This design comes from an exercise in tuning for small area on the open sky130 flow, not from production work. Only simulation tests tie the RTL to the original design; equivalence was not proved. No activity file was given, so power comes from the tool's default toggle rates.

[flow/design.v]
`timescale 1ns/10ps
module tbase(input clk, input rst, output tick, output last);
reg [5:0] c50;
assign last = (c50 == 6'd49);
assign tick = (c50 == 6'd24);
always @(posedge clk)
  if (rst | last) c50 <= 0;
  else c50 <= c50 + 6'd1;
endmodule
module tcount(input clk, input rst, input tick, output reg a, output reg [1:0] b, output reg [2:0] c);
always @(posedge clk)
  if (rst) begin a <= 1; b <= 3; c <= 0; end
  else if (tick) begin
    a <= ~a;
    b <= (b == 2'd2) ? 2'd0 : b + 2'd1;
    c <= (c == 3'd4) ? 3'd0 : c + 3'd1;
  end
endmodule
module deb(input clk, input rst, input en, input key, output reg key_out);
reg [3:0] run;
wire flip = (run == 4'd10);
always @(posedge clk) begin
  if (rst) begin key_out <= 0; run <= 0; end
  else begin
    if (flip) begin key_out <= ~key_out; run <= 0; end
    else if (en) run <= (key == key_out) ? run + 4'd1 : 4'd0;
  end
end
endmodule
module cls(input clk, input rst, input tick, input tick10, input key, output reg [1:0] o);
reg lvl;
reg [7:0] win;
wire full = &win;
always @(posedge clk) begin
  if (rst) begin lvl <= 0; win <= 8'd54; o <= 2'b01; end
  else begin
    if (tick && key != lvl) begin
      lvl <= key;
      win <= key ? 8'd155 : 8'd55;
      o <= {~key, full};
    end else if (tick10 && !full) win <= win + 8'd1;
  end
end
endmodule
module stat(input clk, input rst, input [1:0] o, output reg [9:0] state, output reg chg);
reg EN;
always @(posedge clk) begin
  if (rst) begin state <= 0; chg <= 0; EN <= 0; end
  else begin
    EN <= ~o[1];
    if (o == 2'b01) begin chg <= 1; state <= 0; end
    else if (o[1] & EN) begin state <= {state[7:0], 1'b1, o[0]}; chg <= 0; end
  end
end
endmodule
module chars(input clk, input rst, input tick, input shift, input [9:0] state, output reg [3:0] N, output reg [3:0] N34, output reg [3:0] N56);
reg [3:0] dec;
always @* begin
  case (state)
    10'b1111111111: dec = 4'd0;
    10'b1011111111: dec = 4'd1;
    10'b1010111111: dec = 4'd2;
    10'b1010101111: dec = 4'd3;
    10'b1010101011: dec = 4'd4;
    10'b1010101010: dec = 4'd5;
    10'b1110101010: dec = 4'd6;
    10'b1111101010: dec = 4'd7;
    10'b1111111010: dec = 4'd8;
    10'b1111111110: dec = 4'd9;
    default: dec = 4'd15;
  endcase
end
always @(posedge clk) begin
  if (rst) begin N <= 4'd15; N34 <= 4'd15; N56 <= 4'd15; end
  else begin
    if (tick) N <= dec;
    if (shift) begin N34 <= N; N56 <= N34; end
  end
end
endmodule
module disp(input clk, input rst, input tick, input a, input [1:0] b, input [3:0] N, N34, N56, output [7:0] DISPLAYOUT, output [5:0] DIG);
wire na = ~a;
wire [1:0] nb = (b == 2'd2) ? 2'd0 : b + 2'd1;
reg [3:0] ch;
always @* begin
  case ({na, nb})
    3'b000, 3'b101: ch = N;
    3'b010, 3'b100: ch = N34;
    default: ch = N56;
  endcase
end
wire valid = ~&ch;
reg [3:0] nib;
always @(posedge clk)
  if (rst) nib <= 4'd15;
  else if (tick) nib <= na ? (valid ? 4'd3 : 4'd0) : (valid ? ch : 4'd0);
assign DISPLAYOUT[0] = (~nib[3] & nib[2] & nib[0]) | (~nib[3] & nib[1]) | (nib[3] & ~nib[2]) | (~nib[2] & ~nib[0]);
assign DISPLAYOUT[1] = (~nib[3] & nib[1]) | (~nib[2]) | (~nib[0]);
assign DISPLAYOUT[2] = (~nib[3] & nib[0]) | (~nib[1]);
assign DISPLAYOUT[3] = ~((~nib[3] & ~nib[2] & ~nib[1] & nib[0]) | (nib[2] & ~nib[1] & ~nib[0]) | (nib[2] & nib[1] & nib[0]));
assign DISPLAYOUT[4] = ~((nib[2] & ~nib[1]) | (nib[0]));
assign DISPLAYOUT[5] = ~((~nib[3] & ~nib[2] & nib[0]) | (nib[1]));
assign DISPLAYOUT[6] = ~((~nib[3] & ~nib[2] & ~nib[1]) | (nib[2] & nib[1]));
assign DISPLAYOUT[7] = (nib[2] & nib[1] & ~nib[0]);
assign DIG[0] = ~(b == 2'd0 & ~a) & ~&b;
assign DIG[1] = ~(b == 2'd1 & a) & ~&b;
assign DIG[2] = ~(b == 2'd2 & ~a) & ~&b;
assign DIG[3] = ~(b == 2'd0 & a) & ~&b;
assign DIG[4] = ~(b == 2'd1 & ~a) & ~&b;
assign DIG[5] = ~(b == 2'd2 & a) & ~&b;
endmodule
module main (input clk,rst,key,output[5:0] DIG,output[7:0]DISPLAYOUT,output test,output change,output [1:0] out,output [7:0]cnt);
wire tick, last, a;
wire [1:0] b;
wire [2:0] c;
wire [9:0] state;
wire [3:0] N, N34, N56;
wire tick10 = last & ~a & (c == 3'd0);
tbase u_tbase(clk, rst, tick, last);
tcount u_tcount(clk, rst, tick, a, b, c);
deb u_deb(clk, rst, tick10, key, test);
cls u_cls(clk, rst, tick, tick10, test, out);
stat u_stat(clk, rst, out, state, change);
assign cnt = state[7:0];
chars u_chars(clk, rst, tick, (out == 2'b01) & ~change, state, N, N34, N56);
disp u_disp(clk, rst, tick, a, b, N, N34, N56, DISPLAYOUT, DIG);
endmodule
[flow/flow/run.sh]
#!/bin/bash
# Standard ORFS layout, with three changes to how it is made:
#  * ABC maps for area only (flow/abc_area.script replaces ORFS's, which
#    buffers and upsizes for speed; the 10 ns clock leaves ample slack),
#  * ports are buffered with buf_1 instead of the default buffer,
#  * the clock tree uses clkbuf_4 and no dummy loads.
set -euo pipefail
here=$PWD
rm -rf "$here/scripts"
cp -r "$FLOW_HOME/scripts" "$here/scripts"
cp "$here/flow/abc_area.script" "$here/scripts/abc_area.script"
export SCRIPTS_DIR="$here/scripts"
export BUFFER_PORTS_ARGS="-buffer_cell sky130_fd_sc_hd__buf_1"
export CTS_ARGS="-sink_clustering_enable -repair_clock_nets -dont_use_dummy_load -buf_list sky130_fd_sc_hd__clkbuf_16 -sink_clustering_size 60 -sink_clustering_max_diameter 400"
bash standard.sh finish > "$here/flow.log" 2>&1
[flow/flow/abc_area.script]
strash
ifraig
scorr
dc2
dch -f
amap
strash
dc2
dch -f
amap
topo
[flow/standard.sh]
#!/bin/bash
# synth_recipe.tcl (not shown) runs the flow's synth.tcl, then flattens the netlist and writes it again
# the make line also repeats each setting of config.mk as NAME=value (left out here)
make -C /OpenROAD-flow-scripts/flow DESIGN_CONFIG=/design/flow/config.mk WORK_HOME=/design/flow/orfs CLKGATE_MAP_FILE= SYNTH_SCRIPT=/design/flow/synth_recipe.tcl "${@:-finish}"
[flow/config.mk]
export PLATFORM = sky130hd
export DESIGN_NAME = main
export DESIGN_NICKNAME = main
export VERILOG_FILES = /design/flow/design.v
export SDC_FILE = /design/flow/constraint.sdc
export NUM_CORES = 4
export LEC_CHECK = 0
export ABC_AREA = 1
export CAP_MARGIN = 20
export CORE_MARGIN = 2
export CORE_UTILIZATION = 40
export SLEW_MARGIN = 20
[flow/constraint.sdc]
create_clock -name core_clock -period 10.0 [get_ports {clk}]
set_input_delay 2.0000 -clock core_clock [delete_from_list [all_inputs] [get_ports {clk}]]
set_output_delay 2.0000 -clock core_clock [all_outputs]
set_load 0.01 [all_outputs]
==> results of run 1 <==
[layer usage]
metal	routed length, µm	part of all wire (%)	vias to the layer above	GRT usage (%)
met5	0	0	-	0
met3	187	3.5	4	3.24
met2	2330	44	37	25.3
li1	-	-	1234	-
met1	2770	52	1030	22.4
met4	30	0.56	0	3.03
[synth_stat cells]
cell type | n | area [µm²]
a31oi_1 | 1 | 6.26
o22ai_1 | 2 | 12.5
o21ai_0 | 23 | 115
a22oi_1 | 2 | 15.0
ha_1 | 8 | 100
a211oi_1 | 10 | 75.1
dfxtp_1 | 56 | 1120
o221ai_1 | 16 | 140
and3_1 | 3 | 18.8
buf_4 | 8 | 60.1
nand2_1 | 14 | 52.6
a211o_1 | 1 | 8.76
clkinv_1 | 48 | 180
nand2b_1 | 1 | 6.26
nand3_1 | 9 | 45.0
nor2_1 | 64 | 240
a221oi_1 | 1 | 8.76
o221a_1 | 2 | 22.5
a221o_1 | 1 | 10.0
nor3_1 | 16 | 80.1
o32ai_1 | 1 | 8.76
or2_0 | 2 | 12.5
nand4_1 | 4 | 25.0
nor4_1 | 1 | 6.26
o22a_1 | 2 | 17.5
or3_1 | 5 | 31.3
a21oi_1 | 29 | 145
a311oi_1 | 1 | 8.76
o211ai_1 | 1 | 7.51
or3b_1 | 1 | 8.76
[worst reg2reg max path, stage by stage, from the launching register on]
cell      delay [ns]
dfxtp_1         0.35
clkinv_1        0.07
ha_1            0.14
nand2_1         0.05
nor3_1          0.17
buf_4           0.25
clkinv_1        0.36
nor3_1          0.70
nor2_1          0.19
clkinv_1        0.12
nor2_1          0.16
a221o_1         0.38
[sequential cells by signal, indices dropped and copies added, names as in the netlist, 2 cells and up]
register / count
u_chars.N: 4
u_tcount.b: 2
u_disp.nib: 4
u_tcount.c: 3
u_chars.N34: 4
u_tbase.c50: 6
u_chars.N56: 4
u_cls.win: 8
u_cls.o: 2
u_stat.state: 10
u_deb.run: 4
[cell families (layout without fill, tap and decap cells)]
family	Yosys count	after routing	synth area share (%)
and+or+nand+nor	120	120	20.3
AOI/OAI and AO/OA	93	93	23.2
DFF	56	56	43.3
buffers and inverters	56	83	9.28
adders and majority gates	8	8	3.86
[power by group through the flow]
stage | clock, µW | sequential [µW] | combinational, µW
2_1_floorplan | 0 | 233 | 7.43
3_3_place_gp | 0 | 233 | 11.3
3_5_place_dp | 0 | 233 | 11.6
4_1_cts | 165 | 228 | 11.7
5_1_grt | 173 | 228 | 13.7
6_report | 159 | 228 | 11.4
[cell type report]
class	instances	area, µm²	area share, %
tap	77	96.3	3.36
sequential	56	1120	39.0
timing repair buffer	30	120	4.18
multi-input combinational	221	1230	42.8
clock buffer	5	125	4.36
inverter	48	180	6.27
[stage by stage]
step                power (µW)  utilization, %  instance area (µm²)  setup slack (ns)  hold slack [ns]
floorplan                  240               -                 2590              6.68            0.437
global placement           244            43.5                 2750              6.03            0.452
detailed placement         245            43.5                 2750              5.92            0.472
CTS                        404            45.5                 2870              6.19            0.483
global route               415            45.5                 2870              5.97            0.494
finish                     399            45.5                 2870              6.30            0.480
[final timing paths]
kind | cells after the start | startpoint | slack, ns | endpoint
worst min register to register | 2 | u_tcount.c[1] | 0.48 | u_tcount.c[1]
worst min-delay path | 2 | u_tcount.c[1] | 0.48 | u_tcount.c[1]
worst max-delay path | 4 | rst | 6.30 | u_tbase.c50[2]
worst max register to register | 11 | u_tbase.c50[0] | 6.97 | u_cls.win[1]
==> results by group, run 1 <==
Synthesis
  • Syn Nets: 344
  • Post-Synthesis Cells: roughly 330
  • Synthesized cell area: 2590 µm²
  • Sequential element share of the synthesized area: 43.3%
  • Syn_area_per_cell: 7.78 µm²
  • Yosys reg bits: 56
  • YS warnings: 7
  • Number of distinct library cells after synthesis: 30

Clock tree
  • Cts bufs inserted: 5
  • Maximum clock insertion buffer count: 2
  • Root Buffer: clkbuf_16
  • Reg clk slew, reported paths: roughly 0.07 ns
  • Clock Latency Late Sink: around 0.29 ns
  • H-tree levels: 2
  • Clock Sink Count: between 50 and 60
  • Hold buffers post-CTS: 0
  • CTS tree: yes
  • CTS-repair resized insts: 0
  • Post-CTS Setup Inserts: 0

Placement
  • Inst Count DP: 432
  • DP Wirelength: 3920 µm
  • Port-buffer cells: 28
  • RePlAce Congestion: 0.898

Cells and area
  • Layout area overhead: 10.9%
  • Final net count: 373
  • Commonest non-fill, non-tap cells in the layout: nor2_1, dfxtp_1, clkinv_1
  • Filler Cells Inserted: about 670
  • Diodes inserted: 0
  • Share of post-route cells with drive strength above 1: 1.94%
  • Commonest non-fill, non-tap cell in the layout: nor2_1
  • Fin cells: 437

Floorplanning
  • I/O pin count: 29
  • Core area: 6310 µm²
  • Initial core utilization: 41.0%
  • Rows: 29
  • Chip Width: between 80 and 90 µm
  • Die height: 84.5 µm
  • Die Area: 7130 µm²

Routing
  • Vias per cell: 5.27
  • ANT nets after route: 0
  • Wire per inst: 12.2 µm
  • Total Wirelength: between 5000 and 6000 µm
  • Pre-antenna DRT Iters: 4
  • DR iter-0 viols: 84
  • Vias after detailed routing: 2305
  • DRC violations left: 0

Critical path
  • CP Max Fanout: 23
  • WP data required: between 10 and 15 ns
  • Crit start category: input port
  • CP max stage cell: clkinv_1
  • Top Family by Delay on Critical Path: buffers and inverters
  • CP cell instances: buf_1 > clkinv_1 > nand2_1 > a211oi_1
  • WP data arrival: 3.86 ns
  • Setup CP Type: in2reg
  • CP bufs+invs: 2
  • Largest stage delay on the critical path: 0.78 ns
  • Critical path endpoint category: flip-flop

Power and ir drop
  • Flop pwr share: 57.1%
  • Part of the power in the clock network: 40.0%
  • Int Pwr: 319 µW
  • Switch Pwr: 80.2 µW
  • Part of the power in combinational logic: roughly 2.9%
  • Sw frac: roughly a fifth
  • Worst VDD drop: 0.0866 mV
  • Static Leakage: just over 0.001 µW
  • PD cells: 139 nW/µm²

Global routing
  • Pin count of the biggest net entering global routing: 24
  • Overflow after GRT: 0
  • Vias in the first global route: 2118
  • GR Util All Layers: 15.8%
  • Initial antenna violation count: 0
  • First-pass GRT wire length: 9450 µm

Min path
  • Worst Hold Class: reg2reg

Timing
  • Final Max Slew Viols: 0
  • Worst-margin pin slew: 0.791 ns
  • Final setup viols: 0
  • Slew headroom: a little under half
  • Clk_skew: roughly 0.0095 ns
  • Post-route minimum period: 3.70 ns
  • Peak Freq: ~270 MHz
  • Setup TNS: 0 ns
  • Final Hold Fails: 0
  • Unrepaired setup endpoints after global routing: false
  • Final worst path period share: 37.0%

Outcome
  • Status: timing/DRC/antenna clean

Run
  • Max_cap viols: 0
==> run 2: changes to the inputs <==
--- a/flow/flow/run.sh
+++ b/flow/flow/run.sh
@@ -11,5 +11,5 @@
 cp "$here/flow/abc_area.script" "$here/scripts/abc_area.script"
 export SCRIPTS_DIR="$here/scripts"
 export BUFFER_PORTS_ARGS="-buffer_cell sky130_fd_sc_hd__buf_1"
-export CTS_ARGS="-sink_clustering_enable -repair_clock_nets -dont_use_dummy_load -buf_list sky130_fd_sc_hd__clkbuf_16 -sink_clustering_size 60 -sink_clustering_max_diameter 400"
+export CTS_ARGS="-sink_clustering_enable -repair_clock_nets -dont_use_dummy_load -buf_list sky130_fd_sc_hd__clkbuf_8"
 bash standard.sh finish > "$here/flow.log" 2>&1
==> results by group, run 2 <==
Outcome
  • Status: timing/DRC/antenna clean

Cells and area
  • Area of the multi-input gates: 1230 µm²
  • Filler Cells Inserted: 675
  • Commonest non-fill, non-tap cell in the layout: nor2_1
  • Layout area overhead: 8.70%
  • Final net count: between 300 and 400
  • Final design utilization: 44.6%
  • Largest register by flop count: u_stat.state
  • Registers with the most flip-flops: u_stat.state (10), u_cls.win (8), u_tbase.c50 (6)
  • Commonest non-fill, non-tap cells in the layout: nor2_1, dfxtp_1, clkinv_1
  • Largest register FFs: 10
  • Fin cells: 437
  • Diodes inserted: 0
  • Seq. cell area: 1120 µm²
  • Share of post-route cells with drive strength above 1: about 1.9%

Critical path
  • Reg-to-reg endpoint: u_cls.win[1]
  • CP max stage cell: clkinv_1
  • Setup CP Type: in2reg
  • CP Max Fanout: 23
  • R2R Path Start: u_tbase.c50[0]
  • Largest stage delay on the critical path: 0.78 ns
  • Crit start category: input port
  • WP data arrival: slightly below 4 ns
  • CP cell instances: buf_1 > clkinv_1 > nand2_1 > a211oi_1
  • Top Family by Delay on Critical Path: buffers and inverters
  • Reg2reg setup slack: 6.94 ns
  • WP data required: 10.18 ns
  • R2R cell count: 11
  • Critical path endpoint category: flip-flop
  • CP bufs+invs: 2

Min path
  • Hold path depth: 2
  • Worst Hold Class: reg2reg
  • Hold path endpoint: u_tcount.c[1]
  • HP Start: u_tcount.c[1]

Synthesis
  • Synth top area share: 43.3%
  • Number of distinct library cells after synthesis: 30
  • Synth top cells by count: nor2_1, dfxtp_1, clkinv_1, a21oi_1, o21ai_0
  • Syn Nets: 344
  • Area leader, netlist: dfxtp_1
  • Syn_area_per_cell: 7.78 µm²
  • Top post-synthesis cells by area: dfxtp_1, nor2_1, clkinv_1
  • Yosys reg bits: between 50 and 60
  • Most common cell in the synthesized netlist: nor2_1
  • Top FF cell, synth: dfxtp_1
  • YS warnings: 7
  • Synthesized cell area: 2590 µm²
  • Post-Synthesis Cells: 333
  • Post-synth ARST share: 0%
  • Sequential element share of the synthesized area: a little over two fifths
  • Post-synth EDFFs: 0

Floorplanning
  • I/O pin count: 29
  • Initial core utilization: ~41%
  • Die Area: 7130 µm²
  • Core area: 6310 µm²
  • Die height: 84.5 µm
  • Rows: 29
  • Chip Width: about 84 µm

Power and ir drop
  • Worst VDD drop: 0.0716 mV
  • Part of the power in combinational logic: 3.3%
  • PD cells: 124 nW/µm²
  • Part of the power in the clock network: 31.4%
  • Int Pwr: 275 µW
  • Flop pwr share: 65.3%
  • Sw frac: 21.1%
  • Switch Pwr: 73.5 µW
  • Static Leakage: roughly 0.001 µW

Global routing
  • Overflow after GRT: 0
  • Initial antenna violation count: 0
  • GR Util All Layers: 16.0%
  • First-pass GRT wire length: roughly 9500 µm
  • Vias in the first global route: between 2000 and 2500
  • Pin count of the biggest net entering global routing: 24

Routing
  • ANT nets after route: 0
  • Vias per cell: 5.31
  • DR iter-0 viols: 84
  • Vias after detailed routing: 2321
  • DRC violations left: 0
  • Total Wirelength: 5340 µm
  • Pre-antenna DRT Iters: 4
  • Wire per inst: 12.2 µm

Placement
  • Port-buffer cells: 28
  • DP Wirelength: just under 4000 µm
  • Inst Count DP: 432
  • RePlAce Congestion: 0.898

Clock tree
  • Hold buffers post-CTS: 0
  • Maximum clock insertion buffer count: 2
  • Clock Latency Late Sink: 0.30 ns
  • Root Buffer: clkbuf_8
  • CTS tree: yes
  • Clock Sink Count: 56
  • Reg clk slew, reported paths: 0.10 ns
  • H-tree levels: 2
  • Cts bufs inserted: 5
  • Post-CTS Setup Inserts: 0
  • CTS-repair resized insts: 0

Timing
  • Clk_skew: 0.0172 ns
  • Final setup viols: 0
  • Final worst path period share: 36.8%
  • Final Hold Fails: 0
  • Final Max Slew Viols: 0
  • Setup TNS: 0 ns
  • Peak Freq: around 270 MHz
  • Unrepaired setup endpoints after global routing: false
  • Post-route minimum period: about 3.7 ns
  • WHS: 0.481 ns
  • Worst-margin pin slew: 0.775 ns
  • Slew headroom: between 40 and 50%

Run
  • Max_cap viols: 0
## run 2: cell counts after synthesis
Identical to the previous run, type by type.
## run 2: cell families (layout without fill, tap and decap cells)
family,count (synthesis),after routing,synth area share (%)
and+or+nand+nor,120,120,20.3
AOI/OAI and AO/OA,93,93,23.2
DFF,56,56,43.3
buffers and inverters,56,83,9.28
adders and majority gates,8,8,3.86
## run 2: tightest hold or removal path: stages (launching register included)
cell	delay, ns
dfxtp_1	0.33
clkinv_1	0.06
a21oi_1	0.05
## run 2: cell type report
cell class | instances | share of cell area [%]
flip-flops and latches | 56 | 39.8
repair buffers | 30 | 4.27
clock buffers | 5 | 2.44
inverters | 48 | 6.40
well taps | 77 | 3.42
multi-input cells | 221 | 43.6
## run 2: how the worst max path moves through the flow
| stage | startpoint | endpoint | slack (ns) | cells after the start |
|---|---|---|---|---|
| 6_report | rst | u_tbase.c50[2] | 6.32 | 4 |
| 5_1_grt | rst | u_tbase.c50[2] | 5.99 | 4 |
| 4_1_cts | rst | u_tbase.c50[2] | 6.22 | 4 |
| 3_5_place_dp | rst | u_tbase.c50[2] | 5.92 | 4 |
| 3_3_place_gp | rst | u_tbase.c50[2] | 6.03 | 4 |
| 2_1_floorplan | u_tbase.c50[0] | u_cls.win[1] | 6.68 | 10 |
## run 2: per-stage QoR
step / instance area (µm²) / power (µW) / worst slack [ns]
4_1_cts: 2820 / 356 / 6.22
3_5_place_dp: 2750 / 245 / 5.92
5_1_grt: 2820 / 366 / 5.99
3_3_place_gp: 2750 / 244 / 6.03
2_1_floorplan: 2590 / 240 / 6.68
6_report: 2820 / 349 / 6.32
## run 2: power by group through the flow
stage          registers (µW)  logic (µW)  clock network, µW
2_1_floorplan             233        7.43                  0
3_3_place_gp              233        11.3                  0
3_5_place_dp              233        11.6                  0
4_1_cts                   228        11.6                116
5_1_grt                   228        13.7                124
6_report                  228        11.4                109
## run 2: metal layers
metal	GRT usage (%)	wire length [µm]	share of wire (%)
met1	22.3	2790	52
met4	4.76	55	1.0
met2	25.5	2310	43
met3	2.65	181	3.4
met5	0	0	0

## separate check: timing with driven ports
In the flow no input, the clock included, has a driving cell. The finished layouts below were timed again as built, in two steps. Step 1 (the two cells are an assumption about what drives the block):
set clk [get_ports {clk}]
set_driving_cell -lib_cell sky130_fd_sc_hd__clkbuf_16 $clk
set_driving_cell -lib_cell sky130_fd_sc_hd__buf_2 [delete_from_list [all_inputs] $clk]
Step 2 also shifts input and output timing later by t, the mid clock arrival at the registers, as if the neighbouring blocks saw the same clock. a / b / c = no drivers / after step 1 / after step 2; a / b = the first two.
run	t (ns)	setup WS [ns]	pins driven straight from the clock port
run 1	0.315	6.304 / 6.310 / 5.995	1
run 2	0.324	6.324 / 6.329 / 6.005	1
After both steps setup and hold are still met in every run listed. The setup slack of run 2, which loses most, moves by +0.005 ns with the drivers and by -0.319 ns with both steps.
